Context: an optimization exercise on an open-source flow, tuned for a short achievable clock period and few clock cycles. The choices shown serve that exercise and are no tape-out recipe.
Where RTL was checked, it was by simulation tests only, not by an equivalence proof against the original.

== main ==
## ARM
module ARM(
    input clk,
    input rst,
    output [31:0] imem_addr,
    input [31:0] imem_data,
    output [31:0] dmem_addr,
    output [31:0] dmem_wdata,
    output dmem_we,
    input [31:0] dmem_rdata
);
==> flow/config.mk <==
export PLATFORM = sky130hd
export DESIGN_NAME = ARM
export DESIGN_NICKNAME = ARM
export VERILOG_FILES = /design/flow/design.v
export SDC_FILE = /design/flow/constraint.sdc
export NUM_CORES = 4
export LEC_CHECK = 0
export ABC_CLOCK_PERIOD_IN_PS = 3000
export CAP_MARGIN = 20
export CORE_MARGIN = 2
export CORE_UTILIZATION = 40
export SETUP_SLACK_MARGIN = 5
export SLEW_MARGIN = 20
export TNS_END_PERCENT = 100
==> flow/constraint.sdc <==
create_clock -name core_clock -period 11.0 [get_ports {clk}]
set_input_delay 2.2000 -clock core_clock [delete_from_list [all_inputs] [get_ports {clk}]]
set_output_delay 2.2000 -clock core_clock [all_outputs]
set_load 0.01 [all_outputs]
run.sh (not shown) runs the stock make flow with config.mk's settings and CLKGATE_MAP_FILE= SYNTH_SCRIPT=/design/flow/synth_recipe.tcl, a recipe that flattens the netlist after the stock synthesis.
[inputs] the feature branch vs main
# main
export LEC_CHECK = 0
export ABC_CLOCK_PERIOD_IN_PS = 3000
export CAP_MARGIN = 20
export CORE_MARGIN = 2
export CORE_UTILIZATION = 40
export SETUP_SLACK_MARGIN = 5
export SLEW_MARGIN = 20
export TNS_END_PERCENT = 100
create_clock -name core_clock -period 11.0 [get_ports {clk}]
# the feature branch
export LEC_CHECK = 0
export CAP_MARGIN = 20
export CORE_MARGIN = 2
export CORE_UTILIZATION = 40
export SLEW_MARGIN = 20
create_clock -name core_clock -period 11.0 [get_ports {clk}]
==> run notes <==
- Core utilization sits lower in the feature branch than in main.
- Comparing the feature branch with main, the ratio of routed vias to standard cells came out essentially unchanged.
- The final reports for the feature branch and main show TritonCTS buffer count lower in the former.
- The feature branch: fraction of met1 tracks used by global routing lower than main
- Setup slack of the worst register-to-register path: the feature branch vs main down 2.42 ns
- Per the comparison of the feature branch with main, multi-input combinational gate total about even, routed wire length fell 7400 um.
- Compared with main, the feature branch shows a final area that is 2.1% lower.
No run of this note included a check of the RTL's function; only the layout flow was run.


ARM, a different RTL version from the one above (not shown whole).
For scale: about 6800 cells after synthesis, roughly 980 flip-flops, ~160 I/O pins, ~60000 µm² of cells after synthesis.
export LEC_CHECK = 0
export ABC_CLOCK_PERIOD_IN_PS = 3000
export CAP_MARGIN = 20
export CORE_MARGIN = 2
export CORE_UTILIZATION = 40
export SLEW_MARGIN = 20
export TNS_END_PERCENT = 100
create_clock -name core_clock -period 11.0 [get_ports {clk}]
standard.sh (not shown) runs the stock make flow with config.mk's settings and CLKGATE_MAP_FILE= SYNTH_SCRIPT=/design/flow/synth_recipe.tcl, a recipe that flattens the netlist after the stock synthesis.
==> flow/flow/run.sh <==
#!/bin/bash
# The standard layout (the standard.sh), with timing repair aiming for
# setup slack well beyond the 11 ns clock so that the achieved period shrinks.
set -uo pipefail
bash standard.sh SETUP_SLACK_MARGIN=7.0 finish > standard_flow.log 2>&1
Testbench counts at the start, summed over its fixed seeds: cycles 77,837.
Rerun with:
==> flow/flow/run.sh (replaced) <==
#!/bin/bash
# The standard layout (the standard.sh), with timing repair aiming for
# setup slack well beyond the 11 ns clock so that the achieved period shrinks,
# and the port buffers made plain buffers instead of the delay cells that
# buffer_ports picks by default.
set -uo pipefail
bash standard.sh SETUP_SLACK_MARGIN=7.5 "BUFFER_PORTS_ARGS=-buffer_cell sky130_fd_sc_hd__buf_4" finish > standard_flow.log 2>&1
- The new run finished clean
- cell area came out higher by about 4%
- count of clock-buffer cells in the layout came out higher by 17
- routed wire length came out higher by 2.9%
- via count came out higher by 2.3%
- core utilization came out higher by 1.8 points
- global-route usage came out higher by 0.69 points
Rerun with:
==> flow/flow/run.sh (replaced) <==
#!/bin/bash
# The standard layout (the standard.sh), with timing repair aiming for
# setup slack well beyond the 11 ns clock so that the achieved period shrinks.
set -uo pipefail
bash standard.sh SETUP_SLACK_MARGIN=7.5 finish > standard_flow.log 2>&1
Result:
- die area does not change
- sequential share of layout area shrinks by 1.6 points
- clock skew grows by 9.4 ps
- area after synthesis does not change

## what the ideal ports hide
The flow's constraints put no driver on any port. The routed layouts listed below were extracted and timed again, unchanged, in two steps. Step 1: set_driving_cell puts a clkbuf_16 on clk and a buf_2 on each other input, an assumption about the parent block. Step 2 moves the port delays by t, midway between the first and last clock arrival at a register: inputs arrive t later, outputs are due t later. That takes back most of the time a late clock gives input paths. Slacks: ideal / step 1 / step 2; pairs: ideal / step 1.
run | shift t [ns] | setup slack, ns | hold WS [ns] | worst setup path after step 2 | clock arrival spread, ns
main | 0.791 | 4.344 / 4.344 / 4.344 | 0.373 / 0.373 / 0.373 | register to register | 0.068 / 0.068
the feature branch | 0.788 | 1.926 / 1.926 / 1.926 | 0.378 / 0.378 / 0.378 | register to register | 0.051 / 0.052
the first run of note 2 | 0.816 | 6.907 / 6.905 / 6.090 | 0.399 / 0.399 / 0.399 | input to register | 0.063 / 0.063
the second run of note 2 | 0.827 | 6.939 / 6.818 / 5.991 | 0.401 / 0.401 / 0.401 | input to register | 0.086 / 0.086
the third run of note 2 | 0.823 | 6.954 / 6.977 / 6.155 | 0.396 / 0.396 / 0.396 | input to register | 0.092 / 0.093
After both steps every run listed still meets setup and hold. The setup slack of the second run of note 2, which loses most, moves by -0.121 ns with the drivers and by -0.948 ns with both steps.
